From an optimization exercise on the open Yosys and OpenROAD flow, aimed at small area, a short achievable clock period and few clock cycles; shortcuts taken in it are not production practice.

==> module std_sdiv_pipe, before the edit <==
module std_sdiv_pipe #(
    parameter WIDTH = 32
) (
    input                           reset,
    input                           clk,
    input                           go,
    input  logic signed [WIDTH-1:0] left,
    input  logic signed [WIDTH-1:0] right,
    output logic signed [WIDTH-1:0] out_quotient,
    output logic signed [WIDTH-1:0] out_remainder,
    output logic                    done
);
  function automatic [5:0] clz32(input [31:0] x);
    logic [15:0] v1; logic [15:0]      c1;
    logic [7:0]  v2; logic [7:0][1:0]  c2;
    logic [3:0]  v4; logic [3:0][2:0]  c4;
    logic [1:0]  v8; logic [1:0][3:0]  c8;
    logic        v16; logic [4:0]      c16;
    integer i;
    begin
      for (i = 0; i < 16; i = i + 1) begin
        v1[i] = x[2*i+1] | x[2*i];
        c1[i] = ~x[2*i+1];
      end
      for (i = 0; i < 8; i = i + 1) begin
        v2[i] = v1[2*i+1] | v1[2*i];
        c2[i] = v1[2*i+1] ? {1'b0, c1[2*i+1]} : {1'b1, c1[2*i]};
      end
      for (i = 0; i < 4; i = i + 1) begin
        v4[i] = v2[2*i+1] | v2[2*i];
        c4[i] = v2[2*i+1] ? {1'b0, c2[2*i+1]} : {1'b1, c2[2*i]};
      end
      for (i = 0; i < 2; i = i + 1) begin
        v8[i] = v4[2*i+1] | v4[2*i];
        c8[i] = v4[2*i+1] ? {1'b0, c4[2*i+1]} : {1'b1, c4[2*i]};
      end
      v16 = v8[1] | v8[0];
      c16 = v8[1] ? {1'b0, c8[1]} : {1'b1, c8[0]};
      clz32 = v16 ? {1'b0, c16} : 6'd32;
    end
  endfunction
  localparam logic [1:0] IDLE = 2'd0, ALIGN = 2'd1, ITER = 2'd2, FIX = 2'd3;
  function automatic [31:0] shl_fill(input [31:0] x, input [4:0] amt, input f);
    logic [31:0] y;
    begin
      y = x;
      if (amt[0]) y = {y[30:0], f};
      if (amt[1]) y = {y[29:0], {2{f}}};
      if (amt[2]) y = {y[27:0], {4{f}}};
      if (amt[3]) y = {y[23:0], {8{f}}};
      if (amt[4]) y = {y[15:0], {16{f}}};
      shl_fill = y;
    end
  endfunction
  logic [1:0]  phase;
  logic [31:0] P, D, Q;
  logic [4:0]  cnt;
  wire         last = (cnt == 5'd0);
  logic        cin, skp;
  logic        s, ls;
  wire        rs = s ^ ls;
  wire [31:0] abs_l = left[31] ? -left : left;
  wire [31:0] r_x = right ^ {32{right[31]}};
  wire        l_nz = |left;
  wire        r_nz = |right;
  wire        sgn = left[31] ^ right[31];
  wire [5:0]  clz_d = clz32(D);
  wire [5:0]  sh = (clz_d[5] ? 6'd31 : clz_d) - clz32(P);
  wire [31:0] diff;
  wire        ge;
  wire        ge_unused;
  sdiv_sub32 u_sub (.a(P), .b(D), .cin(cin), .diff(diff), .ge(ge_unused));
  sdiv_ge32 u_ge (.a(P), .b(D), .cin(cin), .ge(ge));
  wire        p_zero = (P == 32'd0);
  wire        skip = sh[5] | (s & ~ge);
  always_ff @(posedge clk) begin
    if (reset) begin
      phase <= IDLE;
      done <= 1'b0;
    end else begin
      done <= 1'b0;
      case (phase)
        IDLE: if (go) begin
          if (l_nz & r_nz) phase <= ALIGN;
          else done <= 1'b1;
        end
        ALIGN: if (!skip) phase <= ITER;
        else if (ls | s) phase <= FIX;
        else begin
          phase <= IDLE;
          done <= 1'b1;
        end
        ITER: if (last) begin
          if (ls | s) phase <= FIX;
          else begin
            phase <= IDLE;
            done <= 1'b1;
          end
        end
        FIX: begin
          phase <= IDLE;
          done <= 1'b1;
        end
      endcase
    end
  end
  always_ff @(posedge clk) begin
    case (phase)
      IDLE: if (go) begin
        P <= r_nz ? abs_l : left;
        D <= r_x;
        Q <= (l_nz & ~r_nz) ? (sgn ? 32'd1 : 32'hffffffff) : 32'd0;
        s <= sgn;
        ls <= left[31];
        cin <= ~right[31];
      end
      ALIGN: begin
        if (!sh[5]) D <= shl_fill(D, sh[4:0], rs);
        else if (!s) D <= 32'd0;
        if (s & ge) P <= diff;
        Q <= {32{s}};
        skp <= skip;
        cnt <= sh[4:0];
        cin <= ~(skip | rs);
      end
      ITER: begin
        if (ge) P <= diff;
        Q <= {Q[30:0], ge ^ s};
        if (!last) D <= {1'b0, D[31:1]};
        else if (!s) D <= 32'd0;
        cnt <= cnt - 5'd1;
        cin <= ~(last | rs);
        skp <= 1'b0;
      end
      FIX: begin
        if (!(s & p_zero)) P <= ls ? ~diff : diff;
        if (skp) Q <= 32'd0;
      end
    endcase
  end
  assign out_quotient = Q;
  assign out_remainder = P;
endmodule
Settings: LEC_CHECK=0, ABC_AREA=1, CAP_MARGIN=20, CORE_MARGIN=2, CORE_UTILIZATION=40, PLACE_DENSITY=0.6, SETUP_SLACK_MARGIN=2.0, SLEW_MARGIN=20; clock period 6.0 ns.
run.sh (not shown) runs the stock make flow with config.mk's settings and CLKGATE_MAP_FILE= SYNTH_SCRIPT=/design/flow/synth_recipe.tcl, a recipe that flattens the netlist after the stock synthesis.
Change:
--- a/flow/design.v
+++ b/flow/design.v
@@ -107,34 +107,33 @@
       clz32 = v16 ? {1'b0, c16} : 6'd32;
     end
   endfunction
   localparam logic [1:0] IDLE = 2'd0, ALIGN = 2'd1, ITER = 2'd2, FIX = 2'd3;
-  function automatic [31:0] shl_fill(input [31:0] x, input [4:0] amt, input f);
-    logic [31:0] y;
-    begin
-      y = x;
-      if (amt[0]) y = {y[30:0], f};
-      if (amt[1]) y = {y[29:0], {2{f}}};
-      if (amt[2]) y = {y[27:0], {4{f}}};
-      if (amt[3]) y = {y[23:0], {8{f}}};
-      if (amt[4]) y = {y[15:0], {16{f}}};
-      shl_fill = y;
-    end
-  endfunction
   logic [1:0]  phase;
   logic [31:0] P, D, Q;
   logic [4:0]  cnt;
+  logic        s, ls, skp;
   wire         last = (cnt == 5'd0);
-  logic        cin, skp;
-  logic        s, ls;
-  wire        rs = s ^ ls;
+  wire         cin = ~((phase == FIX) & ls);
   wire [31:0] abs_l = left[31] ? -left : left;
-  wire [31:0] r_x = right ^ {32{right[31]}};
+  wire [31:0] abs_r = right[31] ? -right : right;
   wire        l_nz = |left;
   wire        r_nz = |right;
   wire        sgn = left[31] ^ right[31];
-  wire [5:0]  clz_d = clz32(D);
-  wire [5:0]  sh = (clz_d[5] ? 6'd31 : clz_d) - clz32(P);
+  wire [31:0] l_x = left ^ {32{left[31]}};
+  wire [31:0] r_x = right ^ {32{right[31]}};
+  wire [31:0] u = left[31] ? {l_x[30:0], 1'b1} : l_x;
+  function automatic [31:0] ones_at_or_above(input [31:0] x);
+    integer k;
+    begin
+      ones_at_or_above[31] = x[31];
+      for (k = 30; k >= 0; k = k - 1)
+        ones_at_or_above[k] = ones_at_or_above[k+1] | x[k];
+    end
+  endfunction
+  wire [31:0] u_above = ones_at_or_above(u);
+  wire        lt = |(r_x & ~u_above);
+  wire [5:0]  sh = clz32(D) - clz32(P);
   wire [31:0] diff;
   wire        ge;
   wire        ge_unused;
   sdiv_sub32 u_sub (.a(P), .b(D), .cin(cin), .diff(diff), .ge(ge_unused));
@@ -148,17 +147,13 @@
     end else begin
       done <= 1'b0;
       case (phase)
         IDLE: if (go) begin
-          if (l_nz & r_nz) phase <= ALIGN;
+          if (l_nz & r_nz & ~lt) phase <= ALIGN;
+          else if (l_nz & (left[31] | right[31])) phase <= FIX;
           else done <= 1'b1;
         end
-        ALIGN: if (!skip) phase <= ITER;
-        else if (ls | s) phase <= FIX;
-        else begin
-          phase <= IDLE;
-          done <= 1'b1;
-        end
+        ALIGN: phase <= ITER;
         ITER: if (last) begin
           if (ls | s) phase <= FIX;
           else begin
             phase <= IDLE;
@@ -174,32 +169,28 @@
   end
   always_ff @(posedge clk) begin
     case (phase)
       IDLE: if (go) begin
-        P <= r_nz ? abs_l : left;
-        D <= r_x;
+        P <= abs_l;
+        D <= (lt & ~sgn) ? 32'd0 : abs_r;
         Q <= (l_nz & ~r_nz) ? (sgn ? 32'd1 : 32'hffffffff) : 32'd0;
         s <= sgn;
         ls <= left[31];
-        cin <= ~right[31];
+        skp <= 1'b0;
       end
       ALIGN: begin
-        if (!sh[5]) D <= shl_fill(D, sh[4:0], rs);
-        else if (!s) D <= 32'd0;
+        if (!sh[5]) D <= D << sh[4:0];
         if (s & ge) P <= diff;
         Q <= {32{s}};
         skp <= skip;
-        cnt <= sh[4:0];
-        cin <= ~(skip | rs);
+        cnt <= sh[5] ? 5'd0 : sh[4:0];
       end
       ITER: begin
         if (ge) P <= diff;
         Q <= {Q[30:0], ge ^ s};
         if (!last) D <= {1'b0, D[31:1]};
         else if (!s) D <= 32'd0;
         cnt <= cnt - 5'd1;
-        cin <= ~(last | rs);
-        skp <= 1'b0;
       end
       FIX: begin
         if (!(s & p_zero)) P <= ls ? ~diff : diff;
         if (skp) Q <= 32'd0;
After rerunning: Maximum frequency is lower by 4.2%. Via count shrinks by 7.2%. Die area goes down by 3.9%. Clock skew is about the same. Cell count goes down by 9.8%. Design area goes up by 2.4%. Clock-buffer cell count does not change. Global-route usage went up by 1.4 points.
Function was not checked in any run of this note: the RTL went through the layout flow alone.


The RTL this note starts from:
==> flow/design.v <==
module sdiv_sub32 (
    input  logic [31:0] a,
    input  logic [31:0] b,
    input  logic        cin,
    output logic [31:0] diff,
    output logic        ge
);
  logic [32:0] g [0:6];
  logic [32:0] p [0:6];
  logic [31:0] x;
  assign x = a ^ ~b;
  assign g[0][0] = cin;
  assign p[0][0] = 1'b0;
  genvar i, l;
  generate
    for (i = 0; i < 32; i = i + 1) begin : gen_gp
      assign g[0][i+1] = a[i] & ~b[i];
      assign p[0][i+1] = x[i];
    end
    for (l = 0; l < 6; l = l + 1) begin : gen_lvl
      for (i = 0; i < 33; i = i + 1) begin : gen_node
        if (((i >> l) & 1) == 1) begin : gen_op
          localparam integer J = ((i >> l) << l) - 1;
          assign g[l+1][i] = g[l][i] | (p[l][i] & g[l][J]);
          assign p[l+1][i] = p[l][i] & p[l][J];
        end else begin : gen_pass
          assign g[l+1][i] = g[l][i];
          assign p[l+1][i] = p[l][i];
        end
      end
    end
    for (i = 0; i < 32; i = i + 1) begin : gen_sum
      assign diff[i] = x[i] ^ g[6][i];
    end
  endgenerate
  assign ge = g[6][32];
endmodule
module std_sdiv_pipe #(
    parameter WIDTH = 32
) (
    input                           reset,
    input                           clk,
    input                           go,
    input  logic signed [WIDTH-1:0] left,
    input  logic signed [WIDTH-1:0] right,
    output logic signed [WIDTH-1:0] out_quotient,
    output logic signed [WIDTH-1:0] out_remainder,
    output logic                    done
);
  function automatic [5:0] clz32(input [31:0] x);
    logic [15:0] v1; logic [15:0]      c1;
    logic [7:0]  v2; logic [7:0][1:0]  c2;
    logic [3:0]  v4; logic [3:0][2:0]  c4;
    logic [1:0]  v8; logic [1:0][3:0]  c8;
    logic        v16; logic [4:0]      c16;
    integer i;
    begin
      for (i = 0; i < 16; i = i + 1) begin
        v1[i] = x[2*i+1] | x[2*i];
        c1[i] = ~x[2*i+1];
      end
      for (i = 0; i < 8; i = i + 1) begin
        v2[i] = v1[2*i+1] | v1[2*i];
        c2[i] = v1[2*i+1] ? {1'b0, c1[2*i+1]} : {1'b1, c1[2*i]};
      end
      for (i = 0; i < 4; i = i + 1) begin
        v4[i] = v2[2*i+1] | v2[2*i];
        c4[i] = v2[2*i+1] ? {1'b0, c2[2*i+1]} : {1'b1, c2[2*i]};
      end
      for (i = 0; i < 2; i = i + 1) begin
        v8[i] = v4[2*i+1] | v4[2*i];
        c8[i] = v4[2*i+1] ? {1'b0, c4[2*i+1]} : {1'b1, c4[2*i]};
      end
      v16 = v8[1] | v8[0];
      c16 = v8[1] ? {1'b0, c8[1]} : {1'b1, c8[0]};
      clz32 = v16 ? {1'b0, c16} : 6'd32;
    end
  endfunction
  localparam logic [1:0] IDLE = 2'd0, ALIGN = 2'd1, ITER = 2'd2, FIX = 2'd3;
  logic [1:0]  phase;
  logic [31:0] P, D, Q;
  logic [4:0]  cnt;
  logic        s, ls, skp;
  wire         last = (cnt == 5'd0);
  wire         cin = ~((phase == FIX) & ls);
  wire [31:0] abs_l = left[31] ? -left : left;
  wire [31:0] abs_r = right[31] ? -right : right;
  wire        l_nz = |left;
  wire        r_nz = |right;
  wire        sgn = left[31] ^ right[31];
  wire [31:0] l_x = left ^ {32{left[31]}};
  wire [31:0] r_x = right ^ {32{right[31]}};
  wire [31:0] u = left[31] ? {l_x[30:0], 1'b1} : l_x;
  function automatic [31:0] ones_at_or_above(input [31:0] x);
    integer k;
    begin
      ones_at_or_above[31] = x[31];
      for (k = 30; k >= 0; k = k - 1)
        ones_at_or_above[k] = ones_at_or_above[k+1] | x[k];
    end
  endfunction
  wire [31:0] u_above = ones_at_or_above(u);
  wire        lt = |(r_x & ~u_above);
  wire [5:0]  sh = clz32(D) - clz32(P);
  wire [31:0] diff;
  wire        ge;
  sdiv_sub32 u_sub (.a(P), .b(D), .cin(cin), .diff(diff), .ge(ge));
  wire        p_zero = (P == 32'd0);
  wire        skip = sh[5] | (s & ~ge);
  always_ff @(posedge clk) begin
    if (reset) begin
      phase <= IDLE;
      done <= 1'b0;
    end else begin
      done <= 1'b0;
      case (phase)
        IDLE: if (go) begin
          if (l_nz & r_nz & ~lt) phase <= ALIGN;
          else if (l_nz & (left[31] | right[31])) phase <= FIX;
          else done <= 1'b1;
        end
        ALIGN: phase <= ITER;
        ITER: if (last) begin
          if (ls | s) phase <= FIX;
          else begin
            phase <= IDLE;
            done <= 1'b1;
          end
        end
        FIX: begin
          phase <= IDLE;
          done <= 1'b1;
        end
      endcase
    end
  end
  always_ff @(posedge clk) begin
    case (phase)
      IDLE: if (go) begin
        P <= abs_l;
        D <= (lt & ~sgn) ? 32'd0 : abs_r;
        Q <= (l_nz & ~r_nz) ? (sgn ? 32'd1 : 32'hffffffff) : 32'd0;
        s <= sgn;
        ls <= left[31];
        skp <= 1'b0;
      end
      ALIGN: begin
        if (!sh[5]) D <= D << sh[4:0];
        if (s & ge) P <= diff;
        Q <= {32{s}};
        skp <= skip;
        cnt <= sh[5] ? 5'd0 : sh[4:0];
      end
      ITER: begin
        if (ge) P <= diff;
        Q <= {Q[30:0], ge ^ s};
        if (!last) D <= {1'b0, D[31:1]};
        else if (!s) D <= 32'd0;
        cnt <= cnt - 5'd1;
      end
      FIX: begin
        if (!(s & p_zero)) P <= ls ? ~diff : diff;
        if (skp) Q <= 32'd0;
      end
    endcase
  end
  assign out_quotient = Q;
  assign out_remainder = P;
endmodule
Settings: LEC_CHECK=0, ABC_AREA=1, CAP_MARGIN=20, CORE_MARGIN=2, CORE_UTILIZATION=40, PLACE_DENSITY=0.6, SETUP_SLACK_MARGIN=2.0, SLEW_MARGIN=20; clock period 6.0 ns.
Rerun with:
--- a/flow/design.v
+++ b/flow/design.v
@@ -81,7 +81,6 @@
   logic [31:0] P, D, Q;
   logic [4:0]  cnt;
-  logic        s, ls, skp;
-  wire         last = (cnt == 5'd0);
-  wire         cin = ~((phase == FIX) & ls);
+  logic        last, cin;
+  logic        s, ls;
   wire [31:0] abs_l = left[31] ? -left : left;
   wire [31:0] abs_r = right[31] ? -right : right;
@@ -120,5 +119,10 @@
           else done <= 1'b1;
         end
-        ALIGN: phase <= ITER;
+        ALIGN: if (!skip) phase <= ITER;
+        else if (ls | s) phase <= FIX;
+        else begin
+          phase <= IDLE;
+          done <= 1'b1;
+        end
         ITER: if (last) begin
           if (ls | s) phase <= FIX;
@@ -143,12 +147,14 @@
         s <= sgn;
         ls <= left[31];
-        skp <= 1'b0;
+        cin <= ~((lt | ~r_nz) & left[31]);
       end
       ALIGN: begin
         if (!sh[5]) D <= D << sh[4:0];
+        else if (!s) D <= 32'd0;
         if (s & ge) P <= diff;
-        Q <= {32{s}};
-        skp <= skip;
-        cnt <= sh[5] ? 5'd0 : sh[4:0];
+        Q <= {32{s & ~skip}};
+        cnt <= sh[4:0];
+        last <= (sh[4:0] == 5'd0);
+        cin <= ~(skip & ls);
       end
       ITER: begin
@@ -158,8 +164,9 @@
         else if (!s) D <= 32'd0;
         cnt <= cnt - 5'd1;
+        last <= (cnt == 5'd1);
+        cin <= ~(last & ls);
       end
       FIX: begin
         if (!(s & p_zero)) P <= ls ? ~diff : diff;
-        if (skp) Q <= 32'd0;
       end
     endcase
Fmax is lower by 8.6%. Global-route usage is higher by 0.55 points. Wire length is higher by 16%. Clock skew stays flat. Via count is higher by 16%. Non-clock buffer count is higher by 65. Setup slack is worse by 390 ps. Register-to-register slack is worse by 390 ps. Final cell count is higher by 11%. Cell area is higher by 14%. Utilization is higher by 3.2 points.
No run of this note included a check of the RTL's function; only the layout flow was run.

## re-timing with driven ports
The flow's constraints put no driver on any port. The routed layouts listed below were extracted and timed again, unchanged, in two steps. Step 1 (the two cells are an assumption about what drives the block):
set clk [get_ports {clk}]
set_driving_cell -lib_cell sky130_fd_sc_hd__clkbuf_16 $clk
set_driving_cell -lib_cell sky130_fd_sc_hd__buf_2 [delete_from_list [all_inputs] $clk]
Step 2 times the ports against the registers' clock, not the clock port: input delays grow and output delays shrink by t, the midpoint of the rising clock arrivals with the driver on. Three values: ideal ports, drivers, drivers and shift; two values: the first two.
| run | t (ns) | setup slack, ns | hold WS [ns] | worst setup path after step 2 |
|---|---|---|---|---|
| the first run of note 1 | 0.424 | 2.139 / 2.139 / 2.061 | 0.546 / 0.546 / 0.546 | input to register |
| the second run of note 1 | 0.421 | 1.969 / 1.969 / 1.731 | 0.566 / 0.566 / 0.566 | input to register |
| the first run of note 2 | 0.418 | 1.832 / 1.832 / 1.715 | 0.646 / 0.646 / 0.646 | input to register |
| the second run of note 2 | 0.430 | 1.440 / 1.440 / 1.440 | 0.633 / 0.633 / 0.633 | register to register |
After both steps every run listed still meets setup and hold. For the second run of note 1, which loses most, drivers alone change the setup slack by 0.000 ns; drivers and shift together by -0.238 ns.
